Background: an optimization exercise with open tools, aiming at small area. Do not read the settings as production practice.
The RTL was checked by simulation tests, not by an equivalence proof against the original design.
No activity file was given, so power comes from the tool's default toggle rates.

==> inputs of branch willow <==
// ras
module ras #(
	parameter DATA_WIDTH = 64,
	parameter DATA_DEPTH = 4
)(
	input  logic                  rst_ni,
	input  logic                  clk_i,
	input  logic                  bp_flush_i,
	input  logic                  ras_push_i,
	input  logic                  ras_pop_i,
	input  logic [DATA_WIDTH-1:0] ras_data_i,
	output logic                  ras_data_vld_o,
	output logic [DATA_WIDTH-1:0] ras_data_o
);
	logic [DATA_DEPTH-1:0] [DATA_WIDTH-1:0] data_d, data_q;
	logic [DATA_DEPTH-1:0] data_vld_d, data_vld_q;
	assign ras_data_vld_o = data_vld_q[0];
	assign ras_data_o     = data_q[0];
  always_comb begin
    data_d     = data_q;
    data_vld_d = data_vld_q;
    if(ras_push_i) begin
      data_vld_d[0]              = 1'b1;
      data_d[0]                  = ras_data_i;
      data_vld_d[DATA_DEPTH-1:1] = data_vld_q[DATA_DEPTH-2:0];
      data_d[DATA_DEPTH-1:1]     = data_q[DATA_DEPTH-2:0];
  ...
==> module ras, before the edit <==
module ras #(
	parameter DATA_WIDTH = 64,
	parameter DATA_DEPTH = 4
)(
	input  logic                  rst_ni,
	input  logic                  clk_i,
	input  logic                  bp_flush_i,
	input  logic                  ras_push_i,
	input  logic                  ras_pop_i,
	input  logic [DATA_WIDTH-1:0] ras_data_i,
	output logic                  ras_data_vld_o,
	output logic [DATA_WIDTH-1:0] ras_data_o
);
	logic [DATA_DEPTH-1:0] [DATA_WIDTH-1:0] data_d, data_q;
	logic [DATA_DEPTH-1:0] data_vld_d, data_vld_q;
	assign ras_data_vld_o = data_vld_q[0];
	assign ras_data_o     = data_q[0];
  always_comb begin
    data_d     = data_q;
    data_vld_d = data_vld_q;
    if(ras_push_i) begin
      data_vld_d[0]              = 1'b1;
      data_d[0]                  = ras_data_i;
      data_vld_d[DATA_DEPTH-1:1] = data_vld_q[DATA_DEPTH-2:0];
      data_d[DATA_DEPTH-1:1]     = data_q[DATA_DEPTH-2:0];
    end
    if(ras_pop_i) begin
      data_vld_d[DATA_DEPTH-1]   = 1'b0;
      data_d[DATA_DEPTH-1]       = '0;
      data_vld_d[DATA_DEPTH-2:0] = data_vld_q[DATA_DEPTH-1:1];
      data_d[DATA_DEPTH-2:0]     = data_q[DATA_DEPTH-1:1];
    end
    if(ras_push_i && ras_pop_i) begin
      data_vld_d    = data_vld_q;
      data_d        = data_q;
      data_vld_d[0] = 1'b1;
      data_d[0]     = ras_data_i;
    end
    if(bp_flush_i) begin
      data_d     = '0;
      data_vld_d = '0;
    end
  end
  always_ff @(posedge clk_i or negedge rst_ni) begin
    if(~rst_ni) begin
        data_vld_q <= '0;
        data_q     <= '0;
    end
    else begin
        data_vld_q <= data_vld_d;
        data_q     <= data_d;
    end
  end
endmodule
clock: 4.0 ns
lec_check: 0
cap_margin: 20
core_margin: 2
core_utilization: 40
slew_margin: 20
run.sh (not shown) runs the stock make flow with config.mk's settings and CLKGATE_MAP_FILE= SYNTH_SCRIPT=/design/flow/synth_recipe.tcl, a recipe that flattens the netlist after the stock synthesis.
==> inputs of branch yarrow, as changes to branch willow <==
==> flow/design.v (replaced) <==
module ras #(
	parameter DATA_WIDTH = 64,
	parameter DATA_DEPTH = 4
)(
	input  logic                  rst_ni,
	input  logic                  clk_i,
	input  logic                  bp_flush_i,
	input  logic                  ras_push_i,
	input  logic                  ras_pop_i,
	input  logic [DATA_WIDTH-1:0] ras_data_i,
	output logic                  ras_data_vld_o,
	output logic [DATA_WIDTH-1:0] ras_data_o
);
  logic [DATA_DEPTH-1:0] [DATA_WIDTH-1:0] data_d, data_q;
  logic [DATA_DEPTH-1:0] data_vld_d, data_vld_q;
  assign ras_data_vld_o = data_vld_q[0];
  assign ras_data_o     = data_q[0];
  logic sel_push, sel_pop, sel_hold, sel_in;
  assign sel_push = ras_push_i & ~ras_pop_i;    
  assign sel_pop  = ras_pop_i  & ~ras_push_i;   
  assign sel_hold = ~(sel_push | sel_pop);      
  assign sel_in   = ras_push_i;                 
  ras_sel3 #(.W(DATA_WIDTH)) u_sel_top (
    .sa(sel_in),  .a(ras_data_i),
    .sb(sel_pop), .b(data_q[1]),
    .sc(~ras_push_i & ~ras_pop_i), .c(data_q[0]),
    .y(data_d[0])
  );
  for (genvar i = 1; i < DATA_DEPTH-1; i++) begin : g_mid
    ras_sel3 #(.W(DATA_WIDTH)) u_sel (
      .sa(sel_push), .a(data_q[i-1]),
      .sb(sel_pop),  .b(data_q[i+1]),
      .sc(sel_hold), .c(data_q[i]),
      .y(data_d[i])
    );
  end
  assign data_d[DATA_DEPTH-1] = sel_push ? data_q[DATA_DEPTH-2] : data_q[DATA_DEPTH-1];
  always_comb begin
    data_vld_d = data_vld_q;
    if (sel_push) begin
      data_vld_d = {data_vld_q[DATA_DEPTH-2:0], 1'b1};
    end else if (sel_pop) begin
      data_vld_d = {1'b0, data_vld_q[DATA_DEPTH-1:1]};
      data_vld_d[0] = data_vld_q[1] & data_vld_q[0];
    end else begin
      if (ras_push_i) data_vld_d[0] = 1'b1;
      data_vld_d[1] = data_vld_q[1] & data_vld_q[0];
    end
    if (bp_flush_i) data_vld_d[0] = 1'b0;
  end
  always_ff @(posedge clk_i or negedge rst_ni) begin
    if (~rst_ni) data_vld_q[0] <= 1'b0;
    else         data_vld_q[0] <= data_vld_d[0];
  end
  always_ff @(posedge clk_i) begin
    data_vld_q[DATA_DEPTH-1:1] <= data_vld_d[DATA_DEPTH-1:1];
  end
  always_ff @(posedge clk_i) begin
    data_q <= data_d;
  end
endmodule
module ras_sel3 #(
	parameter W = 64
)(
	input  logic         sa,
	input  logic [W-1:0] a,
	input  logic         sb,
	input  logic [W-1:0] b,
	input  logic         sc,
	input  logic [W-1:0] c,
	output logic [W-1:0] y
);
  assign y = ({W{sa}} & a) | ({W{sb}} & b) | ({W{sc}} & c);
endmodule
==> flow/flow/run.sh (new file) <==
#!/bin/bash
# Standard ORFS layout, with the smallest buffer on the ports and a clock tree
# of larger clusters and no dummy loads.
set -euo pipefail
bash standard.sh \
  BUFFER_PORTS_ARGS="-buffer_cell sky130_fd_sc_hd__buf_1" \
  CTS_ARGS="-sink_clustering_enable -repair_clock_nets -sink_clustering_size 20 -sink_clustering_max_diameter 200 -buf_list sky130_fd_sc_hd__clkbuf_8 -dont_use_dummy_load" \
  finish > standard.log 2>&1
==> flow/standard.sh (new file) <==
#!/bin/bash
# synth_recipe.tcl (not shown) runs the flow's synth.tcl, then flattens the netlist and writes it again
# the make line also repeats each setting of config.mk as NAME=value (left out here)
make -C /OpenROAD-flow-scripts/flow DESIGN_CONFIG=/design/flow/config.mk WORK_HOME=/design/flow/orfs CLKGATE_MAP_FILE= SYNTH_SCRIPT=/design/flow/synth_recipe.tcl "${@:-finish}"
--- a/flow/config.mk
+++ b/flow/config.mk
@@ -8,4 +8,6 @@
 export CAP_MARGIN = 20
 export CORE_MARGIN = 2
-export CORE_UTILIZATION = 40
+export CORE_UTILIZATION = 75
 export SLEW_MARGIN = 20
+export SYNTH_HIERARCHICAL = 1
+export SYNTH_MINIMUM_KEEP_SIZE = 0
removed: flow/run.sh
==> inputs of branch nickel, as changes to branch willow <==
==> flow/design.v (replaced) <==
module ras #(
	parameter DATA_WIDTH = 64,
	parameter DATA_DEPTH = 4
)(
	input  logic                  rst_ni,
	input  logic                  clk_i,
	input  logic                  bp_flush_i,
	input  logic                  ras_push_i,
	input  logic                  ras_pop_i,
	input  logic [DATA_WIDTH-1:0] ras_data_i,
	output logic                  ras_data_vld_o,
	output logic [DATA_WIDTH-1:0] ras_data_o
);
  logic [DATA_DEPTH-1:0] [DATA_WIDTH-1:0] data_d, data_q;
  logic [DATA_DEPTH-1:0] data_vld_d, data_vld_q;
  assign ras_data_vld_o = data_vld_q[0];
  assign ras_data_o     = data_q[0];
  logic sel_push, sel_pop, sel_hold, sel_in;
  assign sel_push = ras_push_i & ~ras_pop_i;    
  assign sel_pop  = ras_pop_i  & ~ras_push_i;   
  assign sel_hold = ~(sel_push | sel_pop);      
  assign sel_in   = ras_push_i;                 
  always_comb begin
    data_d[0] = ({DATA_WIDTH{sel_in}}                    & ras_data_i)
              | ({DATA_WIDTH{sel_pop}}                   & data_q[1])
              | ({DATA_WIDTH{~ras_push_i & ~ras_pop_i}}  & data_q[0]);
    for (int i = 1; i < DATA_DEPTH-1; i++) begin
      data_d[i] = ({DATA_WIDTH{sel_push}} & data_q[i-1])
                | ({DATA_WIDTH{sel_pop}}  & data_q[i+1])
                | ({DATA_WIDTH{sel_hold}} & data_q[i]);
    end
    data_d[DATA_DEPTH-1] = sel_push ? data_q[DATA_DEPTH-2] : data_q[DATA_DEPTH-1];
  end
  always_comb begin
    data_vld_d = data_vld_q;
    if (bp_flush_i) begin
      data_vld_d = '0;
    end else if (ras_push_i && ras_pop_i) begin
      data_vld_d[0] = 1'b1;
    end else if (ras_push_i) begin
      data_vld_d = {data_vld_q[DATA_DEPTH-2:0], 1'b1};
    end else if (ras_pop_i) begin
      data_vld_d = {1'b0, data_vld_q[DATA_DEPTH-1:1]};
    end
  end
  always_ff @(posedge clk_i) begin
    data_q <= data_d;
  end
  always_ff @(posedge clk_i or negedge rst_ni) begin
    if (~rst_ni) data_vld_q <= '0;
    else         data_vld_q <= data_vld_d;
  end
endmodule
--- a/flow/config.mk
+++ b/flow/config.mk
@@ -9,3 +9,5 @@
 export CORE_MARGIN = 2
 export CORE_UTILIZATION = 40
+export CTS_BUF_LIST = sky130_fd_sc_hd__clkbuf_4
+export CTS_CLUSTER_SIZE = 20
 export SLEW_MARGIN = 20
==> run notes <==
                                                                                  branch yarrow           branch nickel             branch willow
Run status                                                                       finished clean          finished clean            finished clean
Number of distinct standard cells referenced by the synthesized netlist                      17                      21                        22
Total power density per cell area                                                 525.2 nW/um^2           551.7 nW/um^2             415.3 nW/um^2
Number of placed cells counting well taps                                                   975                    1257                      1400
Met1 Resource Use GR                                                                     33.32%                  20.86%                    21.46%
Internal portion of total power                                                        3.753 mW                4.801 mW                  4.531 mW
# rows                                                                                       41                      57                        64
Worst Slack Setup Final                                                                 1624 ps                 1578 ps                   1658 ps
CP Buf/Inv Count                                                                              5                       1                         1
Non-clock buffer instance count of the final layout                                         142                     142                       149
Worst clock skew                                                                       9.433 ps                31.19 ps                  8.368 ps
Hold Worst Slack                                                                       52.26 ps                371.4 ps                  307.2 ps
Multiplexer share of the synthesized area                                               0.1550%                 0.3065%                    15.89%
Most frequent standard cell in the layout excluding fill and tap cells   sky130_fd_sc_hd__inv_1  sky130_fd_sc_hd__inv_1  sky130_fd_sc_hd__dfrtp_1
Height of the chip                                                                     117.7 um                160.5 um                  179.7 um
Share of cell area taken by flip-flops and latches                                       60.45%                  49.79%                    45.31%

## static timing again, ports no longer ideal
The results above use ideal ports. As a check the final layouts listed here were re-extracted and re-timed, cells and wires unchanged. Step 1 sets driving cells, clkbuf_16 on the clock port and buf_2 on the other inputs (assumed; they add their load-dependent delay and slew). Step 2 moves the port delays by t, midway between the first and last clock arrival at a register: inputs arrive t later, outputs are due t later. That takes back most of the time a late clock gives input paths. Slacks: no drivers / after step 1 / after step 2; pairs: no drivers / after step 1.
run | t, ns | setup WS [ns] | worst setup path after step 2
branch willow | 0.577 | 1.658 / 1.609 / 1.106 | input to register
branch yarrow | 0.525 | 1.624 / 1.637 / 1.112 | input to register
branch nickel | 0.660 | 1.578 / 1.537 / 1.048 | input to register
After both steps setup and hold are still met in every run listed. The setup slack of branch willow, which loses most, moves by -0.049 ns with the drivers and by -0.552 ns with both steps.
